Background: an optimization exercise with open tools, aiming at small area and a short achievable clock period. Do not read the settings as production practice.
Where RTL was checked, it was by simulation tests only, not by an equivalence proof against the original.
The RTL of runs 5 to 9 was laid out without a check of its function.
The flow treats the clock pin as an ideal source, which a real chip does not have.
No activity file was given, so power comes from the tool's default toggle rates.

==> flow/design.v <==
module sync_fifo (
    input wire clk,
    input wire rst_n,
    input wire wr_en,
    input wire [31:0] data_in,
    output wire full,
    input wire rd_en,
    output wire [31:0] data_out,
    output wire empty
);
  reg [31:0] chain[0:14];  
  reg [31:0] head;         
  reg [15:0] pos;          
  reg ne_r;                
  reg ne_o;                
  reg full_o;              
  assign empty = ~ne_o;
  assign full = full_o;
  assign data_out = head;
  wire do_w = wr_en & ~pos[15];
  wire m_up = do_w & ne_r & ~rd_en;
  wire m_down = rd_en & ~pos[0] & ~do_w;
  wire [15:0] pos_next = m_up ? {pos[14:0], 1'b0} : m_down ? {1'b0, pos[15:1]} : pos;
  wire ne_next = ne_r ? ~(pos[0] & rd_en & ~wr_en) : wr_en;
  always_ff @(posedge clk or negedge rst_n) begin
    if (!rst_n) begin
      pos <= 16'd1;
      ne_r <= 1'b0;
      ne_o <= 1'b0;
      full_o <= 1'b0;
    end else begin
      pos <= pos_next;
      ne_r <= ne_next;
      ne_o <= ne_o ? ~(pos[0] & rd_en & ~wr_en) : wr_en;
      full_o <= full_o ? ~rd_en : (pos[14] & wr_en & ~rd_en);
    end
  end
  integer i;
  always_ff @(posedge clk) begin
    if (do_w) begin
      chain[0] <= data_in;
      for (i = 1; i < 15; i = i + 1) chain[i] <= chain[i-1];
    end
  end
  reg [31:0] next_head;
  always @* begin
    next_head = data_in & {32{pos[0]}};
    for (i = 0; i < 15; i = i + 1)
      next_head = next_head | (chain[i] & {32{pos[i+1]}});
  end
  always_ff @(posedge clk) begin
    if (~ne_r | rd_en) head <= next_head;
  end
endmodule
==> flow/flow/run.sh <==
#!/bin/bash
# Standard layout, with one change after clock tree synthesis: the root
# buffer of the clock tree is removed and the clock port drives the next
# level of clock buffers directly (flow/post_cts.tcl); and the port buffers
# are buf_2 cells, which the resizer can size, rather than delay cells.
set -e
cd "$(dirname "$0")/.."
cp standard.sh standard.sh.log.txt 2>/dev/null || true
export POST_CTS_TCL="$PWD/flow/post_cts.tcl"
export BUFFER_PORTS_ARGS="-buffer_cell sky130_fd_sc_hd__buf_2"
bash standard.sh > standard.log 2>&1
==> flow/flow/post_cts.tcl <==
set block [ord::get_db_block]
set root [$block findInst clkbuf_0_clk]
if {$root != "NULL"} {
  set in_net [[$root findITerm A] getNet]
  set out_net [[$root findITerm X] getNet]
  set sinks {}
  foreach it [$out_net getITerms] {
    if {[$it getInst] != $root} { lappend sinks $it }
  }
  if {[llength $sinks] <= 4} {
    foreach it $sinks { $it disconnect; $it connect $in_net }
    odb::dbInst_destroy $root
    odb::dbNet_destroy $out_net
    puts "post_cts: removed clkbuf_0_clk, clock port drives [llength $sinks] buffers"
    estimate_parasitics -placement
    repair_timing_helper
    detailed_placement
  }
}
==> flow/standard.sh <==
#!/bin/bash
# synth_recipe.tcl (not shown) runs the flow's synth.tcl, then flattens the netlist and writes it again
# the make line also repeats each setting of config.mk as NAME=value (left out here)
make -C /OpenROAD-flow-scripts/flow DESIGN_CONFIG=/design/flow/config.mk WORK_HOME=/design/flow/orfs CLKGATE_MAP_FILE= SYNTH_SCRIPT=/design/flow/synth_recipe.tcl "${@:-finish}"
==> flow/config.mk <==
export PLATFORM = sky130hd
export DESIGN_NAME = sync_fifo
export DESIGN_NICKNAME = sync_fifo
export VERILOG_FILES = /design/flow/design.v
export SDC_FILE = /design/flow/constraint.sdc
export NUM_CORES = 4
export LEC_CHECK = 0
export CAP_MARGIN = 20
export CORE_MARGIN = 2
export CORE_UTILIZATION = 78
export CTS_CLUSTER_DIAMETER = 80
export CTS_CLUSTER_SIZE = 30
export PLACE_DENSITY = 0.9
export SETUP_SLACK_MARGIN = 2.3
export SLEW_MARGIN = 20
==> flow/constraint.sdc <==
create_clock -name core_clock -period 4.2 [get_ports {clk}]
set_input_delay 0.8400 -clock core_clock [delete_from_list [all_inputs] [get_ports {clk}]]
set_output_delay 0.8400 -clock core_clock [all_outputs]
set_load 0.01 [all_outputs]
==> impl_metrics.csv, run 1 <==
group,metric,value,unit
synth,synth.cell_area,18930,um2
placed_design,port_buffers,69,
timing,slew_violations,0,
pwr,p_switching,1.810,mW
pwr,peakVddDrop,0.4631,mV
placed_design,gp_congestion,0.7850,
timing,period_needed,1.976,ns
detailed_routing,via_per_inst,7.858,
synth,yosysWarningCount,2,
final_layout,mostFrequentLayoutCells,"512 x edfxtp_1, 129 x a22o_1, 125 x a221oi_1",
detailed_routing,post-route-drc-count,0,
detailed_routing,routed_wl,44930,um
timing,setup_viol,0,
global_route,grt_use_met1,0.4735,
synth,netlist-cell-type-count,24,
detailed_routing,num_vias,10480,
floorplanning,rows,57,
timing,tightest_slew,0.6665,ns
synth,syn_avg_cell_area,20.34,um2
global_route,met3_usage,0.04649,
final_layout,syn_to_final_growth,8.175,%
timing,finalHoldViolations,0,
final_layout,final_area,20480,um2
pwr,p_leak,6.935,nW
floorplanning,initial_utilization,0.7854,
pwr,power,8.919,mW
global_route,grtUsageTotal,0.3370,
worst_setup_path,cp-startpoint,"pos[11]",
worst_setup_path,path_class,"reg2reg",
pwr,clockPowerShare,0.271,
pwr,intPower,7.109,mW
clock_tree,cts_sinks,531,
clock_tree,clk_pin_slew,0.12,ns
pwr,combPwrFrac,0.020,
timing,slew_headroom,0.5557,
worst_setup_path,cp_slowest_cell,"dfrtp_2",
job,maxCapViolCount,0,
timing,period_share,0.4706,
hold_path,min_path_type,"in2async",
synth,syn_inst,931,
worst_setup_path,cp-end-kind,"register",
pwr,p_seq_frac,0.709,
floorplanning,core,24110,um2
global_route,grt_pass1_vias,10280,
worst_setup_path,worstPathCellList,"buf_6, a22o_1, a221oi_1, nand4_1",
placed_design,placed_area,19620,um2
floorplanning,pin_count,70,
detailed_routing,drt_iter0_drc,1745,
global_route,overflow,0,
floorplanning,die_w,159.8,um
worst_setup_path,crit_fanout,24,
floorplanning,fp.dieArea,25540,um2
global_route,grt_use_met2,0.5455,
placed_design,post-dp-hpwl,23510,um
timing,whs,0.3694,ns
final_layout,final_common_cell,"edfxtp_1",
detailed_routing,dr.pass1.iters,5,
floorplanning,die_h,159.8,um
timing,finalSetupTns,0,ns
global_route,grt_max_degree,131,
timing,fin_worst_skew,0.01553,ns
worst_setup_path,arrival,2.10,ns
clock_tree,cts_tree,"done",
global_route,grt_pass1_wl,63000,um
timing,fmax,506.0,MHz
global_route,antenna_found_initial,1,
worst_setup_path,critPathLaunchType,"register",
synth,synth_seq_cells,531,
clock_tree,clock_latency,0.42,ns
pwr,power_density,435.5,nW/um2
synth,synth_nets,967,
worst_setup_path,regToRegStartpoint,"pos[11]",
worst_setup_path,critical_path.max_stage_delay,0.59,ns
final_layout,fill_cells,970,
detailed_routing,routedWlPerCell,33.68,um
detailed_routing,postRouteAntennaNets,0,
outcome,status,"finished clean",
final_layout,final_net_count,1031,
pwr,switching_share,0.2029,
synth,seq_area_frac_synth,0.8372,
worst_setup_path,required,4.32,ns
global_route,busiest_layer,"met2",
final_layout,layout-drive-gt1-share,0.1516,
timing,grt_setup_unrepaired,"true",
critical path, delay by kind of cell, from the launching register on:
kind | cells | cell delay [ns]
DFF | 1 | 0.59
AOI/OAI and AO/OA | 2 | 0.54
and+or+nand+nor | 1 | 0.25
buffers and inverters | 1 | 0.29
layer usage:
layer	up-vias	wire [um]
li1	4153	-
met2	958	21960
met5	-	0
met3	161	5330
met1	5210	15390
met4	0	2244
per-stage QoR:
step                      instances  setup slack, ns  utilization
after floorplan                 931            1.576            -
after global placement         1279            1.592       0.8140
after global routing           1334            2.191       0.8496
after detailed placement       1279            1.525       0.8140
final                          1334            2.224       0.8496
power by group through the flow:
stage                     Combinational, mW  Sequential, mW  Clock, mW
after floorplan                      0.0857            6.35          0
after global placement                0.160            6.39          0
after detailed placement              0.166            6.42          0
after global routing                  0.193            6.35       2.54
final                                 0.183            6.32       2.41
final cells by class:
type | instances | area (um2) | share of cell area
sequential | 531 | 15900 | 0.7762
multi-input combinational | 331 | 2820 | 0.1377
timing repair buffer | 107 | 726.9 | 0.03549
clock buffer | 35 | 556.8 | 0.02719
tap | 324 | 405.4 | 0.01979
inverter | 2 | 33.78 | 0.001649
timing repair inverter | 2 | 27.53 | 0.001344
clock inverter | 1 | 11.26 | 0.0005498
antenna | 1 | 2.502 | 0.0001222
state kept, by name, summed over array words and instances (netlist names):
name and cells:
chain 480, full_o 1, head 32, ne_o 1, ne_r 1, pos 16
synth_stat cells, drive strengths merged:
cell type,instances,share of area
nand2b,3,0.0014
buf,17,0.0053
and2,14,0.0046
a221o,14,0.0074
edfxtp,512,0.81
dfrtp,18,0.024
a21o,2,0.00079
a221oi,128,0.059
a22o,129,0.060
nor2,3,0.00059
nand4,32,0.011
clkbuf,50,0.0099
and4bb,1,0.00086
a21oi,2,0.0011
inv,2,0.00040
dfstp,1,0.0014
nand2,1,0.00020
and2b,1,0.00040
a31oi,1,0.00033
worst paths after layout:
kind                                end  slack (ns)  depth (start not counted)
min in group core_clock    chain[4][21]        0.46                          0
max reg2reg                    head[22]        2.22                          4
min reg2reg                chain[4][21]        0.46                          0
min                             pos[10]        0.37                          1
max                            head[22]        2.22                          4
max in group asynchronous       pos[13]        3.45                          1
kinds of logic (layout without fill, tap and decap cells):
kind of cell	count (synthesis)	count (layout)	share of synthesized area
other	0	1	0
AOI/OAI and AO/OA	276	276	0.1285
buffers and inverters	69	147	0.01560
and+or+nand+nor	55	55	0.01864
DFF	531	531	0.8372
==> inputs of run 2 (changes only) <==
--- a/flow/config.mk
+++ b/flow/config.mk
@@ -7,9 +7,9 @@
 export LEC_CHECK = 0
 export CAP_MARGIN = 20
 export CORE_MARGIN = 2
-export CORE_UTILIZATION = 78
+export CORE_UTILIZATION = 65
 export CTS_CLUSTER_DIAMETER = 80
 export CTS_CLUSTER_SIZE = 30
-export PLACE_DENSITY = 0.9
+export PLACE_DENSITY = 0.75
 export SETUP_SLACK_MARGIN = 2.3
 export SLEW_MARGIN = 20
==> run 2 against run 1 <==
Against the previous run: cell count up 3.1%; wire length down 10%; clock power down 3%; sequential cell count unchanged; non-clock buffer count down 10; die area up 19%.
==> impl_metrics.csv, run 2 <==
group,metric,value,unit
placed_design,port_buffers,69,
pwr,clockPowerShare,0.266,
final_layout,final_net_count,1020,
worst_setup_path,cp_slowest_cell,"edfxtp_1",
floorplanning,core,28700,um2
synth,ys.flop_type,"edfxtp_1",
timing,fmax,535.4,MHz
pwr,combPwrFrac,0.019,
pwr,peakVddDrop,0.3207,mV
synth,synth-edff-count,512,
synth,yosysTopAreaCell,"edfxtp_1",
pwr,switching_share,0.1970,
floorplanning,pin_count,70,
synth,synth_common_cells,"512 x edfxtp_1, 129 x a22o_1, 128 x a221oi_1, 50 x clkbuf_1, 32 x nand4_1",
placed_design,post-dp-hpwl,21230,um
final_layout,layout-drive-gt1-share,0.1403,
pwr,p_switching,1.735,mW
detailed_routing,dr.pass1.iters,7,
global_route,grt_pass1_wl,59960,um
clock_tree,clock_latency,0.41,ns
synth,synth.most_common_cell,"edfxtp_1",
worst_setup_path,required,3.36,ns
timing,period_share,0.4447,
final_layout,syn_to_final_growth,7.626,%
timing,tightest_slew,0.6893,ns
synth,synth_nets,967,
synth,syn_avg_cell_area,20.34,um2
synth,netlist-cell-type-count,24,
floorplanning,initial_utilization,0.6596,
hold_path,min_path_type,"in2async",
final_layout,final_common_cell,"edfxtp_1",
global_route,grt_pass1_vias,9732,
detailed_routing,post-route-drc-count,0,
worst_setup_path,critical_path.max_stage_delay,0.45,ns
timing,fin_worst_skew,0.01083,ns
global_route,antenna_found_initial,1,
floorplanning,fp.dieArea,30510,um2
clock_tree,cts_sinks,531,
pwr,p_seq_frac,0.715,
synth,syn_inst,931,
timing,grt_setup_unrepaired,"true",
floorplanning,die_h,174.7,um
detailed_routing,drt_iter0_drc,1265,
final_layout,final_area,20380,um2
worst_setup_path,worstPathCellList,"buf_2",
synth,synth_seq_cells,531,
worst_setup_path,path_buf_inv,1,
timing,slew_violations,0,
timing,finalSetupTns,0,ns
detailed_routing,routedWlPerCell,29.27,um
worst_setup_path,critPathLaunchType,"register",
synth,yosys-top-cells-area,"edfxtp_1 81%, a22o_1 6.0%, a221oi_1 5.9%, dfrtp_1 2.4%, nand4_1 1.1%",
clock_tree,clk_pin_slew,0.11,ns
detailed_routing,num_vias,9800,
worst_setup_path,arrival,1.03,ns
outcome,status,"finished clean",
worst_setup_path,crit_fanout,1,
clock_tree,cts_tree,"done",
final_layout,top_regs,"chain x480, head x32, pos x16",
timing,slew_headroom,0.5405,
job,maxCapViolCount,0,
synth,async_flop_share,0.03578,
floorplanning,die_w,174.7,um
timing,setup_viol,0,
pwr,power_density,432.2,nW/um2
timing,finalHoldViolations,0,
global_route,overflow,0,
synth,yosysWarningCount,2,
placed_design,gp_congestion,0.7655,
worst_setup_path,cp-end-kind,"primary output",
detailed_routing,postRouteAntennaNets,0,
final_layout,largest_reg_flops,480,
global_route,grt_max_degree,114,
floorplanning,rows,62,
detailed_routing,via_per_inst,7.127,
timing,period_needed,1.868,ns
synth,seq_area_frac_synth,0.8372,
final_layout,mostFrequentLayoutCells,"512 x edfxtp_1, 129 x a22o_1, 128 x a221oi_1",
worst_setup_path,path_class,"reg2out",
pwr,intPower,7.072,mW
final_layout,top_register,"chain",
placed_design,placed_area,19680,um2
worst_setup_path,cp_top_family,"flip-flops",
pwr,p_leak,6.846,nW
synth,synth.cell_area,18930,um2
final_layout,num_antenna_cells,0,
global_route,grtUsageTotal,0.2642,
synth,synthDominantCellAreaShare,0.8121,
detailed_routing,routed_wl,40250,um
[run 2: worst paths after layout]
check | start | slack, ns | endpoint | depth (start not counted)
worst min register to register | chain[5][25] | 0.46 | chain[6][25] | 0
worst max-delay path | head[22] | 2.33 | data_out[22] | 1
worst min-delay path | rst_n | 0.36 | pos[6] | 1
max in group asynchronous | rst_n | 3.50 | pos[2] | 1
min in group core_clock | chain[5][25] | 0.46 | chain[6][25] | 0
worst max register to register | pos[12] | 2.38 | head[30] | 4
[run 2: kinds of logic after synthesis]
logic type,synth area share
simple gates,0.01864
compound gates,0.1285
flops,0.8372
buf+inv,0.01560
[run 2: cell type report]
| type | instances | area (um2) |
|---|---|---|
| Sequential cell | 531 | 15890 |
| Fill cell | 1759 | 8325 |
| Multi-Input combinational cell | 331 | 2801 |
| Timing Repair Buffer | 97 | 614.3 |
| Clock buffer | 27 | 526.8 |
| Tap cell | 384 | 480.5 |
| Inverter | 2 | 33.78 |
| Timing Repair inverter | 1 | 16.27 |
| Clock inverter | 2 | 11.26 |
[run 2: power groups by stage]
stage	logic (mW)	registers (mW)	clock network (mW)
2_1_floorplan	0.0857	6.35	0
3_3_place_gp	0.162	6.40	0
3_5_place_dp	0.168	6.41	0
5_1_grt	0.185	6.33	2.53
6_report	0.171	6.29	2.34
[run 2: stage by stage]
stage	setup slack, ns	std cells	util	hold WS [ns]	power (mW)
after floorplan	1.576	931	-	0.4267	6.437
after global placement	1.698	1337	0.6855	0.4295	6.561
after detailed placement	1.660	1337	0.6855	0.4339	6.578
after global routing	2.273	1375	0.7099	0.3815	9.039
final	2.332	1375	0.7099	0.3592	8.807
[run 2: layer usage]
layer / routed length [um] / global-route usage
met1: 16270 / 0.3967
met2: 19650 / 0.4259
met3: 3601 / 0.03547
met4: 712 / 0.05938
met5: 16 / 0
[run 2: worst register-to-register path, stage by stage, from the launching register on]
cell      delay, ns
dfrtp_4        0.63
buf_4          0.31
a22o_1         0.22
a221oi_1       0.25
nand4_1        0.14
==> inputs of run 3 (changes only) <==
--- a/flow/config.mk
+++ b/flow/config.mk
@@ -13,3 +13,4 @@
 export PLACE_DENSITY = 0.75
 export SETUP_SLACK_MARGIN = 2.3
 export SLEW_MARGIN = 20
+export TNS_END_PERCENT = 10
==> run 3 against run 2 <==
Against the previous run: worst setup slack got worse by 0.092 ns; largest cell class unchanged; critical endpoint is now head[30]; design area is 0.33% lower; still clean on timing, DRC and antenna; utilization down 0.23 points; largest power group unchanged.
==> impl_metrics.csv, run 3 <==
group,metric,value,unit
placed_design,port_buffers,69,
clock_tree,cts_tree,"done",
final_layout,syn_to_final_growth,7.276,%
synth,seq_area_frac_synth,0.8372,
worst_setup_path,worstPathCellList,"a22o_1, a221oi_1, nand4_1",
detailed_routing,drt_iter0_drc,1359,
floorplanning,core,28700,um2
detailed_routing,top_layer_used,"met5",
timing,fmax,510.2,MHz
final_layout,final_common_cell,"edfxtp_1",
global_route,grtUsageTotal,0.2585,
timing,finalSetupTns,0,ns
synth,yosysWarningCount,2,
timing,grt_setup_unrepaired,"true",
pwr,peakVddDrop,0.3092,mV
final_layout,top_register,"chain",
synth,yosys-top-cells-area,"edfxtp_1 81%, a22o_1 6.0%, a221oi_1 5.9%, dfrtp_1 2.4%, nand4_1 1.1%",
floorplanning,fp.dieArea,30510,um2
outcome,status,"finished clean",
worst_setup_path,crit_fanout,35,
timing,finalHoldViolations,0,
placed_design,pre_cts_ws,1.328,ns
clock_tree,clock_latency,0.41,ns
floorplanning,initial_utilization,0.6596,
pwr,clockPowerShare,0.265,
final_layout,final_net_count,1010,
floorplanning,rows,62,
timing,tightest_slew,1.095,ns
timing,slew_headroom,0.2698,
final_layout,top_regs,"chain x480, head x32, pos x16",
synth,netlist-cell-type-count,24,
detailed_routing,routedWlPerCell,28.79,um
timing,setup_viol,0,
worst_setup_path,path_class,"reg2reg",
synth,synth.most_common_cell,"edfxtp_1",
floorplanning,pin_count,70,
pwr,p_leak,6.802,nW
job,maxCapViolCount,0,
synth,ys.flop_type,"edfxtp_1",
pwr,p_seq_frac,0.715,
detailed_routing,wl_met3,3586,um
pwr,switching_share,0.1959,
detailed_routing,m1WireLength,16170,um
pwr,combPwrFrac,0.020,
global_route,grt_max_degree,100,
placed_design,post-dp-hpwl,20300,um
worst_setup_path,arrival,2.10,ns
hold_path,min_path_type,"in2async",
floorplanning,die_w,174.7,um
placed_design,dp_cells,1329,
final_layout,largest_reg_flops,480,
synth,synth_nets,967,
timing,fin_worst_skew,0.01608,ns
global_route,grt_pass1_wl,59120,um
final_layout,layout-drive-gt1-share,0.1325,
clock_tree,cts_sinks,531,
detailed_routing,num_vias,9682,
detailed_routing,post-route-drc-count,0,
final_layout,final_cells,1365,
timing,period_needed,1.960,ns
final_layout,fill_cells,1770,
worst_setup_path,cp-end-kind,"register",
final_layout,mostFrequentLayoutCells,"512 x edfxtp_1, 129 x a22o_1, 128 x a221oi_1",
synth,syn_avg_cell_area,20.34,um2
detailed_routing,routed_wl,39300,um
synth,async_flop_share,0.03578,
synth,syn_inst,931,
timing,period_share,0.4667,
final_layout,num_antenna_cells,0,
detailed_routing,via_per_inst,7.093,
global_route,grt_pass1_vias,9595,
worst_setup_path,cp_slowest_cell,"dfrtp_2",
synth,synth.cell_area,18930,um2
floorplanning,die_h,174.7,um
synth,synth_common_cells,"512 x edfxtp_1, 129 x a22o_1, 128 x a221oi_1, 50 x clkbuf_1, 32 x nand4_1",
placed_design,gp_congestion,0.7638,
worst_setup_path,critPathLaunchType,"register",
timing,setup_slack,2.240,ns
pwr,p_switching,1.723,mW
worst_setup_path,required,4.34,ns
synth,synthDominantCellAreaShare,0.8121,
pwr,intPower,7.075,mW
detailed_routing,postRouteAntennaNets,0,
synth,synth_seq_cells,531,
timing,slew_violations,0,
pwr,power_density,433.2,nW/um2
global_route,overflow,0,
synth,yosysTopAreaCell,"edfxtp_1",
synth,synth-edff-count,512,
worst_setup_path,critical_path.max_stage_delay,0.83,ns
detailed_routing,dr.pass1.iters,6,
detailed_routing,wl_met2,18440,um
clock_tree,clk_pin_slew,0.11,ns
global_route,antenna_found_initial,1,
run 3: cell counts after synthesis:
Identical to the previous run, type by type.
run 3: power groups by stage:
stage / logic [mW] / registers (mW) / clock network [mW]
after floorplan: 0.0856 / 6.35 / 0
after global placement: 0.160 / 6.40 / 0
after detailed placement: 0.163 / 6.41 / 0
after global routing: 0.187 / 6.32 / 2.53
final: 0.172 / 6.29 / 2.34
run 3: cell type report:
class,count,area (um2),area share
Sequential cell,531,15890,0.7822
Timing Repair Buffer,87,553.0,0.02723
Clock buffer,28,530.5,0.02612
Inverter,2,33.78,0.001663
Timing Repair inverter,1,16.27,0.0008008
Clock inverter,1,8.758,0.0004312
Multi-Input combinational cell,331,2801,0.1379
Tap cell,384,480.5,0.02366
run 3: final timing paths:
| check | start | cells after the start | slack, ns | end |
|---|---|---|---|---|
| worst max-delay path | pos[3] | 3 | 2.24 | head[30] |
| worst min-delay path | rst_n | 1 | 0.36 | full_o |
| worst max register to register | pos[3] | 3 | 2.24 | head[30] |
| worst min register to register | chain[11][20] | 0 | 0.45 | chain[12][20] |
| max in group asynchronous | rst_n | 1 | 3.49 | pos[5] |
| min in group core_clock | chain[11][20] | 0 | 0.45 | chain[12][20] |
run 3: stage by stage:
| step | instance area, um2 | hold WS (ns) | util | power, mW |
|---|---|---|---|---|
| 2_1_floorplan | 18960 | 0.4267 | - | 6.437 |
| 6_report | 20310 | 0.3582 | 0.7076 | 8.798 |
| 5_1_grt | 20310 | 0.3789 | 0.7076 | 9.038 |
| 3_3_place_gp | 19620 | 0.4294 | 0.6836 | 6.556 |
| 3_5_place_dp | 19620 | 0.4338 | 0.6836 | 6.571 |
run 3: per-layer routing:
layer | track usage | up-vias
met5 | 0 | -
met4 | 0.07153 | 2
met3 | 0.03851 | 93
met2 | 0.4015 | 510
met1 | 0.3938 | 4966
li1 | - | 4111
run 3: cells by family after synthesis:
logic type / count (synthesis) / synth area share
flops: 531 / 0.8372
compound gates: 276 / 0.1285
buf+inv: 69 / 0.01560
simple gates: 55 / 0.01864
run 3: worst max-delay path, delay by kind of cell, from the launching register on:
family	cells	cell delay, ns
compound gates	2	0.64
flops	1	0.83
simple gates	1	0.20
==> inputs of run 4 (changes only) <==
--- a/flow/config.mk
+++ b/flow/config.mk
@@ -8,9 +8,8 @@
 export CAP_MARGIN = 20
 export CORE_MARGIN = 2
 export CORE_UTILIZATION = 65
-export CTS_CLUSTER_DIAMETER = 80
-export CTS_CLUSTER_SIZE = 30
+export CTS_CLUSTER_DIAMETER = 60
+export CTS_CLUSTER_SIZE = 20
 export PLACE_DENSITY = 0.75
-export SETUP_SLACK_MARGIN = 2.3
+export SETUP_SLACK_MARGIN = 2.35
 export SLEW_MARGIN = 20
-export TNS_END_PERCENT = 10
==> run 4 against run 3 <==
Against the previous run: combinational power up 2%; sequential power about the same; fmax up 5.1%; critical endpoint is now chain[9][8]; largest cell class unchanged; largest power group unchanged.
==> impl_metrics.csv, run 4 <==
group,metric,value,unit
synth,yosysTopAreaCell,"edfxtp_1",
clock_tree,cts_tree,"done",
synth,netlist-cell-type-count,24,
synth,synth.cell_area,18930,um2
worst_setup_path,cp-end-kind,"register",
synth,synth_nets,967,
worst_setup_path,critical_path.max_stage_delay,0.35,ns
final_layout,mostFrequentLayoutCells,"512 x edfxtp_1, 129 x a22o_1, 128 x a221oi_1",
synth,yosys-top-cells-area,"edfxtp_1 81%, a22o_1 6.0%, a221oi_1 5.9%, dfrtp_1 2.4%, nand4_1 1.1%",
synth,syn_inst,931,
timing,finalHoldViolations,0,
job,maxCapViolCount,0,
final_layout,largest_reg_flops,480,
detailed_routing,post-route-drc-count,0,
pwr,p_leak,7.127,nW
worst_setup_path,r2r_slack,2.38,ns
detailed_routing,routed_wl,41470,um
outcome,status,"finished clean",
final_layout,final_common_cell,"edfxtp_1",
floorplanning,fp.dieArea,30510,um2
placed_design,post-dp-hpwl,21230,um
synth,synth-edff-count,512,
timing,period_share,0.4441,
pwr,peakVddDrop,0.3360,mV
final_layout,layout-drive-gt1-share,0.1614,
final_layout,final_area,20980,um2
synth,yosysWarningCount,2,
worst_setup_path,arrival,1.97,ns
timing,tightest_slew,0.6825,ns
detailed_routing,num_vias,9975,
synth,synth.most_common_cell,"edfxtp_1",
global_route,grt_pass1_wl,60970,um
worst_setup_path,critPathLaunchType,"input pin",
final_layout,final_net_count,1039,
timing,slew_headroom,0.5450,
final_layout,top_register,"chain",
detailed_routing,routedWlPerCell,29.45,um
hold_path,min_path_type,"in2async",
floorplanning,initial_utilization,0.6596,
worst_setup_path,required,4.31,ns
global_route,grt_pass1_vias,9927,
timing,fmax,536.1,MHz
floorplanning,die_h,174.7,um
worst_setup_path,cp_top_family,"buffers and inverters",
global_route,antenna_found_initial,2,
synth,synthDominantCellAreaShare,0.8121,
timing,grt_setup_unrepaired,"true",
detailed_routing,postRouteAntennaNets,0,
timing,period_needed,1.865,ns
global_route,grt_max_degree,114,
worst_setup_path,worstPathCellList,"buf_2, nand2b_4, clkinv_16, buf_6",
synth,synth_seq_cells,531,
timing,slew_violations,0,
global_route,grtUsageTotal,0.2701,
detailed_routing,dr.pass1.iters,7,
final_layout,top_regs,"chain x480, head x32, pos x16",
placed_design,port_buffers,69,
timing,fin_worst_skew,0.01972,ns
worst_setup_path,path_buf_inv,3,
worst_setup_path,path_class,"in2reg",
timing,finalSetupTns,0,ns
worst_setup_path,cp_slowest_cell,"buf_6",
placed_design,placed_area,19680,um2
floorplanning,core,28700,um2
detailed_routing,drt_iter0_drc,1476,
floorplanning,die_w,174.7,um
placed_design,gp_congestion,0.7655,
final_layout,syn_to_final_growth,10.81,%
clock_tree,clk_pin_slew,0.08,ns
clock_tree,cts_sinks,531,
floorplanning,pin_count,70,
synth,syn_avg_cell_area,20.34,um2
synth,async_flop_share,0.03578,
synth,ys.flop_type,"edfxtp_1",
synth,synth_common_cells,"512 x edfxtp_1, 129 x a22o_1, 128 x a221oi_1, 50 x clkbuf_1, 32 x nand4_1",
timing,setup_viol,0,
detailed_routing,via_per_inst,7.085,
pwr,power_density,465.8,nW/um2
worst_setup_path,crit_fanout,113,
global_route,overflow,0,
synth,seq_area_frac_synth,0.8372,
floorplanning,rows,62,
clock_tree,clock_latency,0.37,ns
-- run 4: changes by cell type in the layout (fill, tap and decap cells not counted), sizes merged --
| cell | before | now |
|---|---|---|
| diode | 0 | 2 |
| buf | 86 | 103 |
| clkbuf | 28 | 47 |
| bufbuf | 1 | 0 |
| bufinv | 0 | 1 |
| clkinv | 2 | 5 |
| inv | 2 | 3 |
| clkinvlp | 0 | 1 |
-- run 4: layer usage --
layer / vias up / track usage / share of wire
li1: 4180 / - / -
met1: 5132 / 0.3964 / 0.40
met5: - / 0 / 0
met4: 0 / 0.08299 / 0.023
met3: 80 / 0.04526 / 0.091
met2: 583 / 0.4274 / 0.49
-- run 4: layout make-up --
type                    count  area [um2]
inverters                   2       33.78
clock inverters             7       86.33
diodes                      2       5.005
repair buffers            103       721.9
repair inverters            1       16.27
fillers                  1700        7722
multi-input cells         331        2801
well taps                 384       480.5
clock buffers              47       942.2
flip-flops and latches    531       15890
-- run 4: report_power, final --
part / leakage, nW / total [mW] / internal, mW / switching, mW
logic: 1.38 / 0.176 / 0.0384 / 0.138
registers: 5.26 / 6.30 / 6.14 / 0.158
clock network: 0.494 / 3.30 / 1.65 / 1.64
total: 7.13 / 9.77 / 7.83 / 1.94
-- run 4: per-stage QoR --
step                      power [mW]  hold WS (ns)  std cells  setup slack, ns  utilization
after floorplan                6.437        0.4267        931            1.576            -
after global placement         6.561        0.4295       1337            1.698       0.6855
after detailed placement       6.578        0.4339       1337            1.660       0.6855
after global routing           10.02        0.4324       1406            2.293       0.7308
final                          9.772        0.4022       1408            2.335       0.7310
-- run 4: final timing paths --
check	depth (start not counted)	endpoint	from
min in group core_clock	0	chain[13][31]	chain[12][31]
worst min-delay path	1	pos[8]	rst_n
worst min register to register	0	chain[13][31]	chain[12][31]
worst max-delay path	4	chain[9][8]	wr_en
worst max register to register	4	head[8]	pos[6]
max in group asynchronous	1	pos[12]	rst_n
-- run 4: cells by family after synthesis --
kind of cell | share of synthesized area
compound gates | 0.1285
buf+inv | 0.01560
flops | 0.8372
simple gates | 0.01864
-- run 4: worst reg2reg max path, delay by kind of cell, from the launching register on --
kind / cells / cell delay, ns
AND/OR/NAND/NOR: 1 / 0.14
AO/OA/AOI/OAI: 2 / 0.46
buffers and inverters: 1 / 0.34
flip-flops: 1 / 0.61
==> inputs of run 5 (changes only) <==
--- a/flow/design.v
+++ b/flow/design.v
@@ -11,6 +11,7 @@
   reg [31:0] chain[0:14];  
   reg [31:0] head;         
   reg [15:0] pos;          
+  reg [15:0] pos_b;        
   reg ne_r;                
   reg ne_o;                
   reg full_o;              
@@ -25,6 +26,7 @@
   always_ff @(posedge clk or negedge rst_n) begin
     if (!rst_n) begin
       pos <= 16'd1;
+      pos_b <= 16'd1;
       ne_r <= 1'b0;
       ne_o <= 1'b0;
       full_o <= 1'b0;
@@ -32,6 +34,8 @@
       pos <= pos_next;
       ne_r <= ne_next;
       ne_o <= ne_o ? ~(pos[0] & rd_en & ~wr_en) : wr_en;
+      if (m_up) pos_b <= {pos_b[14:0], 1'b0};
+      else if (m_down) pos_b <= {1'b0, pos_b[15:1]};
       full_o <= full_o ? ~rd_en : (pos[14] & wr_en & ~rd_en);
     end
   end
@@ -44,9 +48,9 @@
   end
   reg [31:0] next_head;
   always @* begin
-    next_head = data_in & {32{pos[0]}};
+    next_head = data_in & {32{pos_b[0]}};
     for (i = 0; i < 15; i = i + 1)
-      next_head = next_head | (chain[i] & {32{pos[i+1]}});
+      next_head = next_head | (chain[i] & {32{pos_b[i+1]}});
   end
   always_ff @(posedge clk) begin
     if (~ne_r | rd_en) head <= next_head;
--- a/flow/config.mk
+++ b/flow/config.mk
@@ -8,8 +8,7 @@
 export CAP_MARGIN = 20
 export CORE_MARGIN = 2
 export CORE_UTILIZATION = 65
-export CTS_CLUSTER_DIAMETER = 60
-export CTS_CLUSTER_SIZE = 20
-export PLACE_DENSITY = 0.75
-export SETUP_SLACK_MARGIN = 2.35
+export CTS_CLUSTER_DIAMETER = 80
+export CTS_CLUSTER_SIZE = 30
+export SETUP_SLACK_MARGIN = 2.3
 export SLEW_MARGIN = 20
==> run 5 against run 4 <==
Against the previous run: worst hold slack gained 0.051 ns; worst setup slack worse by 0.032 ns; sequential share of layout area is 1.1 points higher; critical path depth shrank 3; synthesized cell count up 9.1%; utilization is 1.7 points lower; critical endpoint is now data_out[16]; clock skew rose by 0.0016 ns.
==> impl_metrics.csv, run 5 <==
group,metric,value,unit
outcome,status,"finished clean",
timing,slew_headroom,0.2158,
synth,synth_seq_cells,547,
global_route,grt_pass1_vias,10080,
final_layout,syn_to_final_growth,7.852,%
detailed_routing,via_per_inst,7.133,
timing,grt_setup_unrepaired,"false",
global_route,grt_max_degree,93,
timing,slew_violations,0,
final_layout,final_common_cell,"edfxtp_1",
synth,synth-edff-count,512,
synth,syn_inst,1016,
placed_design,port_buffers,69,
timing,fmax,527.2,MHz
synth,synth_compound_area_frac,0.1329,
synth,ys.flop_type,"edfxtp_1",
detailed_routing,post-route-drc-count,0,
timing,finalHoldViolations,0,
clock_tree,cts_tree,"done",
synth,yosysWarningCount,2,
worst_setup_path,critical_path.max_stage_delay,0.45,ns
worst_setup_path,path_class,"reg2out",
pwr,p_leak,7.091,nW
timing,tightest_slew,1.176,ns
detailed_routing,routedWlPerCell,29.27,um
timing,fin_worst_skew,0.02133,ns
synth,yosys-top-cells-area,"edfxtp_1 78%, a22o_1 5.8%, a221oi_1 5.7%, dfrtp_1 4.2%, clkbuf_1 1.2%",
floorplanning,die_h,178.0,um
worst_setup_path,cp_slowest_cell,"edfxtp_1",
floorplanning,core,29720,um2
clock_tree,clock_latency,0.44,ns
global_route,overflow,0,
worst_setup_path,critPathLaunchType,"register",
synth,synthAdderAreaFrac,0,
floorplanning,fp.dieArea,31680,um2
synth,synth_common_cells,"512 x edfxtp_1, 131 x a22o_1, 128 x a221oi_1, 64 x clkbuf_1, 33 x dfrtp_1",
detailed_routing,routed_wl,42760,um
worst_setup_path,worstPathCellList,"buf_2",
synth,synthDominantCellAreaShare,0.7813,
pwr,power,10.34,mW
placed_design,placed_area,20410,um2
floorplanning,rows,63,
synth,seq_area_frac_synth,0.8259,
detailed_routing,dr.pass1.iters,5,
clock_tree,cts_sinks,547,
worst_setup_path,cp_top_family,"flip-flops",
timing,period_share,0.4516,
final_layout,top_regs,"chain x480, head x32",
job,maxCapViolCount,0,
timing,setup_viol,0,
synth,syn_avg_cell_area,19.37,um2
floorplanning,initial_utilization,0.6622,
final_layout,top_register,"chain",
detailed_routing,postRouteAntennaNets,0,
detailed_routing,drt_iter0_drc,1433,
synth,synth-xor-area-share,0,
floorplanning,die_w,178.0,um
synth,synth.cell_area,19680,um2
timing,period_needed,1.897,ns
worst_setup_path,cp-end-kind,"primary output",
worst_setup_path,crit_fanout,1,
synth,synthSimpleGateAreaFrac,0.02365,
synth,yosysTopAreaCell,"edfxtp_1",
placed_design,post-dp-hpwl,21870,um
synth,synth_nets,1052,
global_route,grtUsageTotal,0.2727,
synth,synth.most_common_cell,"edfxtp_1",
synth,synth_top_family_by_area,"compound AO/OA/AOI/OAI gates",
final_layout,layout-drive-gt1-share,0.1402,
placed_design,gp_congestion,0.7513,
global_route,grt_pass1_wl,63020,um
final_layout,mostFrequentLayoutCells,"512 x edfxtp_1, 131 x a22o_1, 128 x a221oi_1",
worst_setup_path,required,3.36,ns
pwr,power_density,487.0,nW/um2
floorplanning,pin_count,70,
timing,finalSetupTns,0,ns
hold_path,min_path_type,"reg2reg",
final_layout,final_net_count,1098,
synth,netlist-cell-type-count,28,
final_layout,fill_cells,1821,
final_layout,largest_reg_flops,480,
global_route,antenna_found_initial,1,
synth,async_flop_share,0.06399,
pwr,peakVddDrop,0.3066,mV
worst_setup_path,arrival,1.06,ns
synth,synth.area.mux_share,0,
clock_tree,clk_pin_slew,0.12,ns
worst_setup_path,path_buf_inv,1,
detailed_routing,num_vias,10420,
final_layout,final_area,21220,um2
==> run 5: changes by cell type after synthesis, moves of 13 or more <==
cell      before  now
clkbuf_1      50   64
and2_1        14    0
and3_1         0   13
nand3_1        0   14
a31oi_1        1   15
nor2_1         3   16
dfrtp_1       18   33
==> run 5: per-stage QoR <==
stage                     utilization  std cells  hold WS [ns]  setup WS [ns]
after floorplan                     -       1016        0.4267          1.575
after global placement         0.6867       1415        0.4286          1.550
after detailed placement       0.6867       1415        0.4329          1.511
after global routing           0.7141       1460        0.4683          2.301
final                          0.7142       1461        0.4528          2.303
==> run 5: layout make-up <==
type                    count  area, um2  share of cell area
flip-flops and latches    547      16300              0.7681
multi-input cells         390       3123              0.1471
repair buffers             98      643.1             0.03030
clock buffers              29      586.8             0.02765
well taps                 390      488.0             0.02299
inverters                   2      33.78            0.001592
clock inverters             2      23.77            0.001120
repair inverters            2      20.02           0.0009432
diodes                      1      2.502           0.0001179
==> run 5: metal layers <==
| layer | track usage | wire length (um) | up-vias |
|---|---|---|---|
| met2 | 0.4205 | 20240 | 520 |
| met5 | 0 | 0 | - |
| met3 | 0.03474 | 3677 | 70 |
| met1 | 0.4240 | 17780 | 5391 |
| met4 | 0.06865 | 1063 | 0 |
| li1 | - | - | 4440 |
==> run 5: final timing paths <==
| check | startpoint | endpoint | slack [ns] | depth (start not counted) |
|---|---|---|---|---|
| setup / recovery | head[16] | data_out[16] | 2.30 | 1 |
| hold / removal | chain[9][28] | chain[10][28] | 0.45 | 0 |
| setup reg to reg | pos_b[11] | head[21] | 2.32 | 4 |
| hold reg to reg | chain[9][28] | chain[10][28] | 0.45 | 0 |
| max in group asynchronous | rst_n | pos_b[3] | 3.12 | 1 |
| min in group asynchronous | rst_n | pos_b[14] | 0.48 | 1 |
==> run 5: power breakdown <==
part           internal, mW  switching, mW
logic                 0.402          0.512
clock network          1.00           1.55
registers              6.33          0.536
total                  7.73           2.60
==> run 5: cells by family after synthesis <==
family          after synthesis
flops                       547
simple gates                 82
buf+inv                      80
compound gates              307
==> inputs of run 6 (changes only) <==
--- a/flow/design.v
+++ b/flow/design.v
@@ -46,13 +46,15 @@
       for (i = 1; i < 15; i = i + 1) chain[i] <= chain[i-1];
     end
   end
+  wire take = ~ne_r | rd_en;
+  wire keep = ne_r & ~rd_en;
   reg [31:0] next_head;
   always @* begin
-    next_head = data_in & {32{pos_b[0]}};
+    next_head = (data_in & {32{pos_b[0] & take}}) | (head & {32{keep}});
     for (i = 0; i < 15; i = i + 1)
-      next_head = next_head | (chain[i] & {32{pos_b[i+1]}});
+      next_head = next_head | (chain[i] & {32{pos_b[i+1] & take}});
   end
   always_ff @(posedge clk) begin
-    if (~ne_r | rd_en) head <= next_head;
+    head <= next_head;
   end
 endmodule
==> run 6 against run 5 <==
Against the previous run: combinational power decreased by 71%; clock power about the same; sequential cell count unchanged; largest cell class unchanged; critical path depth increased by 3; wire length increased by 2.0%; via count increased by 3.5%.
==> impl_metrics.csv, run 6 <==
group,metric,value,unit
final_layout,mostFrequentLayoutCells,"480 x edfxtp_1, 87 x a22o_1, 85 x a22oi_1",
synth,synth.most_common_cell,"edfxtp_1",
worst_setup_path,critPathLaunchType,"register",
outcome,status,"finished clean",
timing,finalHoldViolations,0,
synth,seq_area_frac_synth,0.8006,
timing,slew_headroom,0.2679,
pwr,p_leak,7.136,nW
worst_setup_path,path_class,"reg2reg",
worst_setup_path,crit_fanout,35,
final_layout,syn_to_final_growth,8.167,%
detailed_routing,dr.pass1.iters,5,
synth,synthDominantCellAreaShare,0.7243,
pwr,switching_share,0.2074,
hold_path,holdPathEnd,"chain[2][8]",
floorplanning,core,30350,um2
worst_setup_path,regToRegStartpoint,"pos_b[9]",
clock_tree,cts_sinks,547,
synth,netlist-cell-type-count,35,
placed_design,gp_congestion,0.7583,
floorplanning,die_w,179.0,um
detailed_routing,drt_iter0_drc,1331,
pwr,combPwrFrac,0.029,
timing,period_needed,1.847,ns
clock_tree,clk_pin_slew,0.11,ns
detailed_routing,post-route-drc-count,0,
floorplanning,rows,64,
synth,yosysTopAreaCell,"edfxtp_1",
pwr,p_switching,1.915,mW
clock_tree,clock_latency,0.45,ns
clock_tree,cts_tree,"done",
worst_setup_path,cp_slowest_cell,"dfrtp_2",
synth,syn_avg_cell_area,18.24,um2
timing,tightest_slew,1.098,ns
synth,syn_inst,1091,
timing,whs,0.4512,ns
worst_setup_path,r2r_slack,2.35,ns
timing,slew_violations,0,
final_layout,top_regs,"chain x480, head x32",
final_layout,num_antenna_cells,0,
synth,ys.flop_type,"edfxtp_1",
synth,synth_nets,1127,
pwr,clockPowerShare,0.275,
detailed_routing,num_vias,10790,
synth,synth_seq_cells,547,
placed_design,port_buffers,69,
worst_setup_path,ff2ff_path_depth,4,
pwr,p_seq_frac,0.696,
timing,grt_setup_unrepaired,"true",
timing,period_share,0.4398,
worst_setup_path,required,4.55,ns
timing,fmax,541.3,MHz
detailed_routing,routed_wl,43610,um
worst_setup_path,rr_endpoint,"head[28]",
global_route,grt_max_degree,95,
worst_setup_path,cp-startpoint,"pos_b[9]",
global_route,antenna_found_initial,1,
global_route,overflow,0,
synth,async_flop_share,0.06399,
global_route,grt_pass1_vias,10360,
pwr,peakVddDrop,0.3524,mV
placed_design,placed_area,20460,um2
floorplanning,initial_utilization,0.6558,
detailed_routing,postRouteAntennaNets,0,
floorplanning,pin_count,70,
worst_setup_path,critical_path.max_stage_delay,1.11,ns
hold_path,hold_start,"chain[1][8]",
final_layout,largest_reg_flops,480,
final_layout,top_register,"chain",
floorplanning,die_h,179.0,um
timing,fin_worst_skew,0.02204,ns
timing,setup_viol,0,
final_layout,final_net_count,1174,
synth,synth_common_cells,"480 x edfxtp_1, 95 x a22oi_1, 87 x a22o_1, 74 x a221oi_1, 49 x buf_2",
synth,synth.cell_area,19900,um2
job,maxCapViolCount,0,
final_layout,layout-drive-gt1-share,0.1693,
timing,finalSetupTns,0,ns
hold_path,whs_path_depth,0,
floorplanning,fp.dieArea,32030,um2
synth,synth-edff-count,480,
placed_design,post-dp-hpwl,21520,um
worst_setup_path,worstPathCellList,"a22o_1, a221oi_2, and3_1, a41oi_1",
synth,yosys-top-cells-area,"edfxtp_1 72%, dfrtp_1 4.1%, a22o_1 3.8%, a22oi_1 3.6%, a221oi_1 3.3%",
pwr,intPower,7.315,mW
pwr,power_density,428.8,nW/um2
worst_setup_path,cp-end-kind,"register",
final_layout,final_area,21530,um2
global_route,grt_pass1_wl,63910,um
synth,yosysWarningCount,2,
worst_setup_path,arrival,2.20,ns
final_layout,final_common_cell,"edfxtp_1",
global_route,grtUsageTotal,0.2721,
detailed_routing,routedWlPerCell,28.17,um
hold_path,min_path_type,"reg2reg",
detailed_routing,via_per_inst,6.970,
-- run 6: cell count changes in the layout (fill, tap and decap cells not counted), sizes merged, moves of 26 or more --
cell    change
a22oi      +95
a221oi     -44
a22o       -44
nand2      +42
dfxtp      +32
edfxtp     -32
a41oi      +26
-- run 6: power groups by stage --
| stage | Sequential, mW | Clock [mW] | Combinational [mW] |
|---|---|---|---|
| global route | 6.46 | 2.73 | 0.293 |
| floorplan | 6.49 | 0 | 0.131 |
| global placement | 6.53 | 0 | 0.229 |
| detailed placement | 6.54 | 0 | 0.233 |
| finish | 6.42 | 2.54 | 0.269 |
-- run 6: worst max-delay path, delay by kind of cell (launching register included) --
kind | cells | cell delay, ns
AO/OA/AOI/OAI | 3 | 0.47
AND/OR/NAND/NOR | 1 | 0.18
flip-flops | 1 | 1.11
-- run 6: cell type report --
| class | count | area (um2) |
|---|---|---|
| timing repair buffer | 100 | 810.8 |
| timing repair inverter | 2 | 27.53 |
| multi-input combinational | 464 | 3532 |
| inverter | 2 | 33.78 |
| sequential | 547 | 16010 |
| fill | 1960 | 8822 |
| clock inverter | 5 | 47.55 |
| tap | 396 | 495.5 |
| clock buffer | 32 | 566.8 |
-- run 6: worst max path at each step --
| stage | endpoint |
|---|---|
| floorplan | pos[10] |
| global placement | pos[11] |
| detailed placement | pos[11] |
| global route | head[18] |
| finish | head[28] |
-- run 6: cell families after synthesis --
family | after synthesis | share of synthesized area
simple gates | 123 | 0.03005
flops | 547 | 0.8006
compound gates | 324 | 0.1352
buf+inv | 82 | 0.02596
mux | 15 | 0.008173
-- run 6: through the flow --
step | utilization | cells | power (mW) | setup slack, ns
6_report | 0.7093 | 1548 | 9.230 | 2.353
5_1_grt | 0.7093 | 1548 | 9.488 | 2.287
3_5_place_dp | 0.6742 | 1489 | 6.772 | 1.427
3_3_place_gp | 0.6742 | 1489 | 6.762 | 1.463
2_1_floorplan | - | 1091 | 6.619 | 1.576
-- run 6: layer usage --
layer / up-vias / part of all wire / GRT usage
li1: 4628 / - / -
met5: - / 0.00030 / 0
met3: 60 / 0.077 / 0.03499
met1: 5613 / 0.43 / 0.4169
met2: 486 / 0.48 / 0.4256
met4: 2 / 0.018 / 0.06030
==> inputs of run 7 (changes only) <==
--- a/flow/design.v
+++ b/flow/design.v
@@ -34,9 +34,9 @@
       pos <= pos_next;
       ne_r <= ne_next;
       ne_o <= ne_o ? ~(pos[0] & rd_en & ~wr_en) : wr_en;
+      full_o <= full_o ? ~rd_en : (pos[14] & wr_en & ~rd_en);
       if (m_up) pos_b <= {pos_b[14:0], 1'b0};
       else if (m_down) pos_b <= {1'b0, pos_b[15:1]};
-      full_o <= full_o ? ~rd_en : (pos[14] & wr_en & ~rd_en);
     end
   end
   integer i;
@@ -46,15 +46,18 @@
       for (i = 1; i < 15; i = i + 1) chain[i] <= chain[i-1];
     end
   end
-  wire take = ~ne_r | rd_en;
-  wire keep = ne_r & ~rd_en;
   reg [31:0] next_head;
   always @* begin
-    next_head = (data_in & {32{pos_b[0] & take}}) | (head & {32{keep}});
-    for (i = 0; i < 15; i = i + 1)
-      next_head = next_head | (chain[i] & {32{pos_b[i+1] & take}});
+    next_head[15:0] = data_in[15:0] & {16{pos[0]}};
+    next_head[31:16] = data_in[31:16] & {16{pos_b[0]}};
+    for (i = 0; i < 15; i = i + 1) begin
+      next_head[15:0] = next_head[15:0] | (chain[i][15:0] & {16{pos[i+1]}});
+      next_head[31:16] = next_head[31:16] | (chain[i][31:16] & {16{pos_b[i+1]}});
+    end
   end
+  wire take = ~ne_r | rd_en;
+  wire keep = ne_o & ~rd_en;
   always_ff @(posedge clk) begin
-    head <= next_head;
+    head <= (next_head & {32{take}}) | (head & {32{keep}});
   end
 endmodule
--- a/flow/config.mk
+++ b/flow/config.mk
@@ -10,5 +10,6 @@
 export CORE_UTILIZATION = 65
 export CTS_CLUSTER_DIAMETER = 80
 export CTS_CLUSTER_SIZE = 30
+export PLACE_DENSITY = 0.75
 export SETUP_SLACK_MARGIN = 2.3
 export SLEW_MARGIN = 20
==> run 7 against run 6 <==
Against the previous run: wire length down 1.6%; still clean on timing, DRC and antenna; die area down 0.72%; combinational power down 23%; largest cell class unchanged; global-route usage about the same; area after synthesis down 0.74%; non-clock buffer count down 7; power down 0.94%; highest routed layer unchanged.
==> impl_metrics.csv, run 7 <==
group,metric,value,unit
detailed_routing,routedWlPerCell,28.69,um
timing,period_share,0.4503,
clock_tree,cts_tree,"done",
floorplanning,fp.dieArea,31800,um2
timing,grt_setup_unrepaired,"true",
floorplanning,pin_count,70,
timing,fmax,528.8,MHz
synth,synth.most_common_cell,"edfxtp_1",
final_layout,top_register,"chain",
detailed_routing,top_layer_used,"met5",
timing,finalHoldViolations,0,
detailed_routing,wl_met3,3954,um
worst_setup_path,path_class,"reg2out",
outcome,status,"finished clean",
synth,yosysTopAreaCell,"edfxtp_1",
worst_setup_path,crit_fanout,2,
detailed_routing,postRouteAntennaNets,0,
placed_design,port_buffers,69,
worst_setup_path,critPathLaunchType,"register",
synth,syn_avg_cell_area,18.81,um2
final_layout,fill_cells,1812,
final_layout,top_regs,"chain x480, head x32",
detailed_routing,wl_met2,20980,um
clock_tree,clk_pin_slew,0.11,ns
timing,setup_viol,0,
detailed_routing,post-route-drc-count,0,
synth,synth_nets,1086,
floorplanning,die_w,178.3,um
detailed_routing,via_per_inst,7.114,
global_route,antenna_found_initial,2,
synth,synth.cell_area,19760,um2
floorplanning,rows,63,
clock_tree,cts_sinks,547,
synth,synthDominantCellAreaShare,0.7296,
detailed_routing,drt_iter0_drc,1310,
final_layout,mostFrequentLayoutCells,"480 x edfxtp_1, 163 x a22o_1, 128 x a221oi_1",
floorplanning,die_h,178.3,um
final_layout,largest_reg_flops,480,
detailed_routing,routed_wl,42930,um
pwr,peakVddDrop,0.3446,mV
worst_setup_path,cp-end-kind,"primary output",
synth,synth-edff-count,480,
final_layout,layout-drive-gt1-share,0.1410,
detailed_routing,num_vias,10640,
final_layout,final_area,21210,um2
global_route,grt_pass1_vias,10500,
placed_design,placed_area,20210,um2
global_route,grtUsageTotal,0.2722,
final_layout,syn_to_final_growth,7.353,%
timing,fin_worst_skew,0.01501,ns
hold_path,min_path_type,"reg2reg",
clock_tree,clock_latency,0.42,ns
worst_setup_path,required,3.36,ns
pwr,p_leak,7.296,nW
final_layout,final_common_cell,"edfxtp_1",
timing,slew_headroom,0.2413,
synth,yosysWarningCount,2,
synth,netlist-cell-type-count,31,
placed_design,dp_cells,1437,
global_route,overflow,0,
detailed_routing,dr.pass1.iters,6,
timing,period_needed,1.891,ns
timing,tightest_slew,1.138,ns
floorplanning,core,29800,um2
synth,synth_seq_cells,547,
detailed_routing,m1WireLength,16770,um
global_route,grt_max_degree,99,
synth,synth_common_cells,"480 x edfxtp_1, 163 x a22o_1, 128 x a221oi_1, 42 x nand2_1, 33 x dfrtp_1",
placed_design,gp_congestion,0.7685,
worst_setup_path,arrival,1.05,ns
final_layout,final_cells,1496,
job,maxCapViolCount,0,
synth,ys.flop_type,"edfxtp_1",
pwr,power_density,431.1,nW/um2
synth,syn_inst,1050,
synth,async_flop_share,0.06399,
placed_design,post-dp-hpwl,22510,um
global_route,grt_pass1_wl,63470,um
synth,yosys-top-cells-area,"edfxtp_1 73%, a22o_1 7.2%, a221oi_1 5.7%, dfrtp_1 4.2%, dfxtp_1 3.2%",
final_layout,num_antenna_cells,0,
synth,seq_area_frac_synth,0.8065,
timing,slew_violations,0,
final_layout,final_net_count,1126,
floorplanning,initial_utilization,0.6630,
==> run 7: changes by cell type after synthesis, moves of 20 or more <==
| cell | previous run | this run |
|---|---|---|
| a22oi_1 | 95 | 13 |
| a22o_1 | 87 | 163 |
| a221oi_1 | 74 | 128 |
| a41oi_1 | 26 | 0 |
| and3_1 | 26 | 0 |
| nor2_1 | 28 | 3 |
| nand4_1 | 12 | 32 |
==> run 7: logic make-up (layout without fill, tap and decap cells) <==
kind of cell | Yosys count | in the layout | share of synthesized area
buf+inv | 80 | 133 | 0.02419
compound gates | 325 | 325 | 0.1399
mux | 15 | 15 | 0.007663
simple gates | 83 | 86 | 0.02172
flops | 547 | 547 | 0.8065
==> run 7: worst paths after layout <==
path	start	to	slack (ns)	cells after the start
min	chain[13][3]	chain[14][3]	0.45	0
min in group asynchronous	rst_n	pos_b[13]	0.48	1
max reg2reg	pos_b[2]	head[30]	2.33	4
max	ne_o	empty	2.31	2
max in group asynchronous	rst_n	pos_b[5]	3.17	1
min reg2reg	chain[13][3]	chain[14][3]	0.45	0
==> run 7: critical path, cell delays in order (launching register included) <==
cell	delay, ns
dfrtp_1	0.43
inv_2	0.10
buf_6	0.10
==> run 7: area by class of cell <==
type | instances | area, um2 | area share
Sequential cell | 547 | 15970 | 0.7529
Inverter | 1 | 3.754 | 0.0001770
Timing Repair Buffer | 93 | 721.9 | 0.03404
Multi-Input combinational cell | 426 | 3387 | 0.1597
Clock buffer | 35 | 609.3 | 0.02873
Clock inverter | 4 | 30.03 | 0.001416
Tap cell | 390 | 488.0 | 0.02301
==> run 7: power breakdown <==
part | leakage [nW] | switching (mW) | internal (mW) | total [mW]
registers | 5.39 | 0.149 | 6.24 | 6.38
clock network | 0.305 | 1.53 | 1.02 | 2.55
logic | 1.60 | 0.150 | 0.0555 | 0.206
==> run 7: layer usage <==
layer | track usage | vias up
met4 | 0.07317 | 4
met1 | 0.3893 | 5418
met5 | 0 | -
met2 | 0.4456 | 597
li1 | - | 4518
met3 | 0.04199 | 106
==> run 7: metrics by stage <==
step | hold WS (ns) | setup slack [ns] | utilization | TNS (ns) | total power [mW]
global placement | 0.4274 | 1.354 | 0.6781 | 0 | 6.655
floorplan | 0.4264 | -1.457 | - | -468.52 | 6.568
finish | 0.4527 | 2.309 | 0.7118 | 0 | 9.143
global route | 0.4653 | 2.290 | 0.7118 | 0 | 9.384
detailed placement | 0.4347 | 1.286 | 0.6781 | 0 | 6.673
==> inputs of run 8 (changes only) <==
--- a/flow/design.v
+++ b/flow/design.v
@@ -11,7 +11,6 @@
   reg [31:0] chain[0:14];  
   reg [31:0] head;         
   reg [15:0] pos;          
-  reg [15:0] pos_b;        
   reg ne_r;                
   reg ne_o;                
   reg full_o;              
@@ -26,7 +25,6 @@
   always_ff @(posedge clk or negedge rst_n) begin
     if (!rst_n) begin
       pos <= 16'd1;
-      pos_b <= 16'd1;
       ne_r <= 1'b0;
       ne_o <= 1'b0;
       full_o <= 1'b0;
@@ -35,8 +33,6 @@
       ne_r <= ne_next;
       ne_o <= ne_o ? ~(pos[0] & rd_en & ~wr_en) : wr_en;
       full_o <= full_o ? ~rd_en : (pos[14] & wr_en & ~rd_en);
-      if (m_up) pos_b <= {pos_b[14:0], 1'b0};
-      else if (m_down) pos_b <= {1'b0, pos_b[15:1]};
     end
   end
   integer i;
@@ -48,12 +44,9 @@
   end
   reg [31:0] next_head;
   always @* begin
-    next_head[15:0] = data_in[15:0] & {16{pos[0]}};
-    next_head[31:16] = data_in[31:16] & {16{pos_b[0]}};
-    for (i = 0; i < 15; i = i + 1) begin
-      next_head[15:0] = next_head[15:0] | (chain[i][15:0] & {16{pos[i+1]}});
-      next_head[31:16] = next_head[31:16] | (chain[i][31:16] & {16{pos_b[i+1]}});
-    end
+    next_head = data_in & {32{pos[0]}};
+    for (i = 0; i < 15; i = i + 1)
+      next_head = next_head | (chain[i] & {32{pos[i+1]}});
   end
   wire take = ~ne_r | rd_en;
   wire keep = ne_o & ~rd_en;
==> run 8 against run 7 <==
Against the previous run: power increased by 71%; global-route usage is 0.18 points lower; non-clock buffer count grew 18; clock power is 4% lower; register-to-register slack about the same; die area down 3.4%; via count shrank 4.1%; combinational power rose to 20 times the previous value; sequential power up 42%.
==> impl_metrics.csv, run 8 <==
group,metric,value,unit
timing,period_share,0.4473,
final_layout,final_common_cell,"edfxtp_1",
placed_design,post-dp-hpwl,21860,um
worst_setup_path,arrival,2.18,ns
final_layout,num_antenna_cells,0,
pwr,peakVddDrop,0.6585,mV
pwr,power_density,758.6,nW/um2
synth,synth-edff-count,480,
timing,period_needed,1.879,ns
synth,ys.flop_type,"edfxtp_1",
final_layout,mostFrequentLayoutCells,"480 x edfxtp_1, 160 x a22o_1, 128 x a221oi_1",
final_layout,final_net_count,1082,
worst_setup_path,crit_fanout,19,
floorplanning,initial_utilization,0.6624,
synth,syn_inst,987,
job,maxCapViolCount,0,
timing,slew_violations,0,
final_layout,top_register,"chain",
global_route,grt_pass1_wl,61500,um
placed_design,pre_cts_ws,1.557,ns
detailed_routing,postRouteAntennaNets,0,
placed_design,port_buffers,69,
worst_setup_path,cp-end-kind,"register",
floorplanning,die_h,175.3,um
detailed_routing,top_layer_used,"met5",
synth,netlist-cell-type-count,27,
synth,seq_area_frac_synth,0.8147,
synth,async_flop_share,0.03578,
synth,syn_avg_cell_area,19.32,um2
hold_path,min_path_type,"in2async",
worst_setup_path,critical_path.max_stage_delay,0.69,ns
worst_setup_path,required,4.51,ns
global_route,grt_max_degree,89,
global_route,overflow,0,
worst_setup_path,ff2ff_path_depth,5,
floorplanning,fp.dieArea,30720,um2
placed_design,gp_congestion,0.7639,
worst_setup_path,critPathLaunchType,"register",
synth,yosysTopAreaCell,"edfxtp_1",
clock_tree,clk_pin_slew,0.11,ns
worst_setup_path,cp_top_family,"flip-flops",
synth,yosysWarningCount,2,
final_layout,fin_util,0.7164,
detailed_routing,routedWlPerCell,28.89,um
worst_setup_path,worstPathCellList,"buf_12, a22o_1, a221oi_1, nand4_1, a22o_1",
timing,tightest_slew,0.6865,ns
worst_setup_path,rr_endpoint,"head[18]",
synth,synthDominantCellAreaShare,0.7561,
worst_setup_path,crit_top_cell,"a22o_1",
placed_design,dp_cells,1384,
outcome,status,"finished clean",
final_layout,layout-drive-gt1-share,0.1547,
synth,yosys-top-cells-area,"edfxtp_1 76%, a22o_1 7.4%, a221oi_1 5.9%, dfxtp_1 3.4%, dfrtp_1 2.4%",
worst_setup_path,path_class,"reg2reg",
timing,fin_worst_skew,0.01287,ns
detailed_routing,m1WireLength,16530,um
timing,finalSetupTns,0,ns
timing,setup_slack,2.321,ns
global_route,antenna_found_initial,1,
final_layout,top_regs,"chain x480, head x32, pos x16",
synth,synth_seq_cells,531,
timing,setup_viol,0,
synth,synth_common_cells,"480 x edfxtp_1, 160 x a22o_1, 128 x a221oi_1, 36 x clkbuf_1",
detailed_routing,via_per_inst,7.067,
clock_tree,clock_latency,0.42,ns
floorplanning,rows,62,
detailed_routing,post-route-drc-count,0,
floorplanning,pin_count,70,
detailed_routing,wl_met2,19810,um
timing,slew_headroom,0.5424,
timing,grt_setup_unrepaired,"true",
synth,synth.cell_area,19060,um2
final_layout,fill_cells,1714,
timing,finalHoldViolations,0,
floorplanning,die_w,175.3,um
global_route,grtUsageTotal,0.2704,
clock_tree,cts_sinks,531,
synth,synth_nets,1023,
worst_setup_path,r2r_slack,2.32,ns
detailed_routing,wl_met3,3978,um
global_route,grt_pass1_vias,9941,
worst_setup_path,path_buf_inv,1,
detailed_routing,routed_wl,41720,um
final_layout,final_cells,1444,
floorplanning,core,28780,um2
detailed_routing,dr.pass1.iters,5,
timing,fmax,532.3,MHz
final_layout,largest_reg_flops,480,
worst_setup_path,regToRegStartpoint,"pos[13]",
pwr,power,15.64,mW
worst_setup_path,cp_slowest_cell,"dfrtp_4",
clock_tree,cts_tree,"done",
detailed_routing,drt_iter0_drc,1258,
pwr,p_leak,6.927,nW
final_layout,syn_to_final_growth,8.151,%
detailed_routing,num_vias,10210,
synth,synth.most_common_cell,"edfxtp_1",
-- run 8: cell count changes after synthesis, moves of 4 or more --
cell,before,now
clkbuf_1,21,36
dfrtp_1,33,18
buf_2,31,18
buf_1,4,0
nand2_1,42,15
a22oi_1,13,0
o21ai_0,10,0
o21ai_1,5,13
-- run 8: cell type report --
cell class / instances / area, um2 / area share
Sequential cell: 531 / 15590 / 0.7560
Clock buffer: 36 / 603.1 / 0.02925
Tap cell: 384 / 480.5 / 0.02330
Inverter: 4 / 41.29 / 0.002003
Timing Repair inverter: 2 / 32.53 / 0.001578
Multi-Input combinational cell: 376 / 3084 / 0.1496
Timing Repair Buffer: 111 / 789.5 / 0.03829
-- run 8: worst reg2reg max path: stages, from the launching register on --
cell and delay (ns):
dfrtp_4 0.69, buf_12 0.27, a22o_1 0.20, a221oi_1 0.25
nand4_1 0.15, a22o_1 0.22
-- run 8: worst max-delay path by stage --
stage                  from      endpoint  slack [ns]  cells after the start
global placement      wr_en  chain[9][15]        1.58                      4
finish              pos[13]      head[18]        2.32                      5
global route        pos[13]      head[24]        2.28                      5
floorplan             wr_en       pos[14]        1.36                      6
detailed placement    wr_en  chain[1][15]        1.56                      4
-- run 8: cells by family after synthesis --
family                 Yosys count  synth area share
and+or+nand+nor                 55           0.01634
AOI/OAI and AO/OA              309            0.1386
buffers and inverters           80           0.02409
DFF                            531            0.8147
muxes                           12          0.006301
-- run 8: per-stage QoR --
stage                     area, um2  hold slack, ns
after floorplan               19080          0.4267
after global placement        19650          0.4283
after detailed placement      19650          0.4345
after global routing          20620          0.3888
final                         20620          0.3698
-- run 8: metal layers --
layer,vias to the layer above,GRT usage
met2,542,0.4296
met5,-,0
met1,5250,0.3980
met3,91,0.03939
li1,4320,-
met4,2,0.08299
-- run 8: power by group --
| part | internal (mW) | switching, mW |
|---|---|---|
| registers | 7.94 | 1.10 |
| logic | 1.67 | 2.48 |
| clock network | 0.996 | 1.45 |
==> inputs of run 9 (changes only) <==
--- a/flow/config.mk
+++ b/flow/config.mk
@@ -13,3 +13,4 @@
 export PLACE_DENSITY = 0.75
 export SETUP_SLACK_MARGIN = 2.3
 export SLEW_MARGIN = 20
+export TNS_END_PERCENT = 10
==> run 9 against run 8 <==
Against the previous run: critical path depth shrank 3; sequential cell count is the same; largest power group unchanged; global-route usage grew 0.14 points; sequential power rose by 2%; combinational power is 2% lower; clock skew is 0.0027 ns higher; wire length grew 1.9%; still clean; count of clock-buffer cells in the layout down 3.
==> impl_metrics.csv, run 9 <==
group,metric,value,unit
worst_setup_path,ff2ff_path_depth,5,
synth,synth_nets,1023,
global_route,overflow,0,
synth,yosys-top-cells-area,"edfxtp_1 76%, a22o_1 7.4%, a221oi_1 5.9%, dfxtp_1 3.4%, dfrtp_1 2.4%",
timing,setup_slack,2.284,ns
synth,synth.cell_area,19060,um2
placed_design,port_buffers,69,
worst_setup_path,arrival,1.08,ns
timing,grt_setup_unrepaired,"true",
global_route,grt_pass1_wl,61890,um
floorplanning,die_h,175.3,um
pwr,peakVddDrop,0.5129,mV
outcome,status,"finished clean",
hold_path,min_path_type,"in2async",
pwr,power,15.72,mW
timing,slew_headroom,0.5187,
pwr,combPwrFrac,0.259,
pwr,p_leak,6.912,nW
synth,synth_common_cells,"480 x edfxtp_1, 160 x a22o_1, 128 x a221oi_1, 36 x clkbuf_1",
synth,yosysTopAreaCell,"edfxtp_1",
timing,period_share,0.4562,
worst_setup_path,crit_fanout,2,
pwr,clockPowerShare,0.157,
global_route,grtUsageTotal,0.2718,
floorplanning,core,28780,um2
placed_design,post-dp-hpwl,21650,um
synth,seq_area_frac_synth,0.8147,
synth,async_flop_share,0.03578,
synth,ys.flop_type,"edfxtp_1",
pwr,power_density,763.0,nW/um2
timing,whs,0.3553,ns
final_layout,mostFrequentLayoutCells,"480 x edfxtp_1, 160 x a22o_1, 126 x a221oi_1",
placed_design,pre_cts_ws,1.312,ns
detailed_routing,routedWlPerCell,29.55,um
final_layout,top_regs,"chain x480, head x32, pos x16",
final_layout,num_antenna_cells,0,
synth,netlist-cell-type-count,27,
timing,finalHoldViolations,0,
synth,synth_seq_cells,531,
final_layout,final_net_count,1077,
timing,period_needed,1.916,ns
final_layout,fill_cells,1722,
final_layout,fin_util,0.7160,
pwr,p_switching,5.124,mW
synth,synthDominantCellAreaShare,0.7561,
job,maxCapViolCount,0,
clock_tree,clock_latency,0.42,ns
placed_design,gp_congestion,0.7645,
timing,slew_violations,0,
## run 9: logic make-up (layout without fill, tap and decap cells)
family | after synthesis | count (layout) | share of synthesized area
muxes | 12 | 12 | 0.006301
AOI/OAI and AO/OA | 309 | 309 | 0.1386
DFF | 531 | 531 | 0.8147
buffers and inverters | 80 | 147 | 0.02409
and+or+nand+nor | 55 | 55 | 0.01634
## run 9: power by group through the flow
stage / Clock [mW] / Sequential [mW] / Combinational (mW)
6_report: 2.47 / 9.18 / 4.08
5_1_grt: 2.65 / 9.34 / 4.39
3_5_place_dp: 0 / 9.42 / 3.53
3_3_place_gp: 0 / 9.36 / 3.43
2_1_floorplan: 0 / 8.58 / 2.83
## run 9: per-stage QoR
| stage | instances | cell area (um2) |
|---|---|---|
| 6_report | 1438 | 20610 |
| 5_1_grt | 1438 | 20610 |
| 3_5_place_dp | 1381 | 19650 |
| 3_3_place_gp | 1380 | 19620 |
| 2_1_floorplan | 987 | 19080 |
## run 9: layout make-up
class / instances / area [um2] / share of cell area
inverter: 4 / 41.29 / 0.002004
timing repair buffer: 106 / 794.5 / 0.03855
clock buffer: 33 / 549.3 / 0.02665
clock inverter: 2 / 36.28 / 0.001761
timing repair inverter: 2 / 32.53 / 0.001579
sequential: 531 / 15580 / 0.7559
tap: 384 / 480.5 / 0.02332
multi-input combinational: 376 / 3097 / 0.1503
## run 9: worst max-delay path, cell delays in order (launching register included)
cell and delay (ns):
dfrtp_1 0.42, inv_2 0.12, buf_6 0.12
## run 9: per-layer routing
metal / part of all wire / vias to the layer above / global-route usage
li1: - / 4316 / -
met1: 0.40 / 5282 / 0.4225
met2: 0.46 / 674 / 0.4134
met3: 0.11 / 86 / 0.04048
met4: 0.027 / 0 / 0.07292
met5: 0 / - / 0
## run 9: final timing paths
| check | from | to | slack (ns) |
|---|---|---|---|
| setup reg to reg | pos[1] | head[27] | 2.31 |
| max in group asynchronous | rst_n | pos[11] | 3.47 |
| min in group core_clock | chain[6][26] | chain[7][26] | 0.46 |
| hold reg to reg | chain[6][26] | chain[7][26] | 0.46 |
| setup / recovery | ne_o | empty | 2.28 |
| hold / removal | rst_n | full_o | 0.36 |

Check on run 9: ideal ports give 2.284 ns setup slack; a clkbuf_16 on the clock port and buf_2 on the inputs give 2.218 ns; moving port delays by the midpoint clock arrival (0.482 ns) as well gives 1.888 ns.
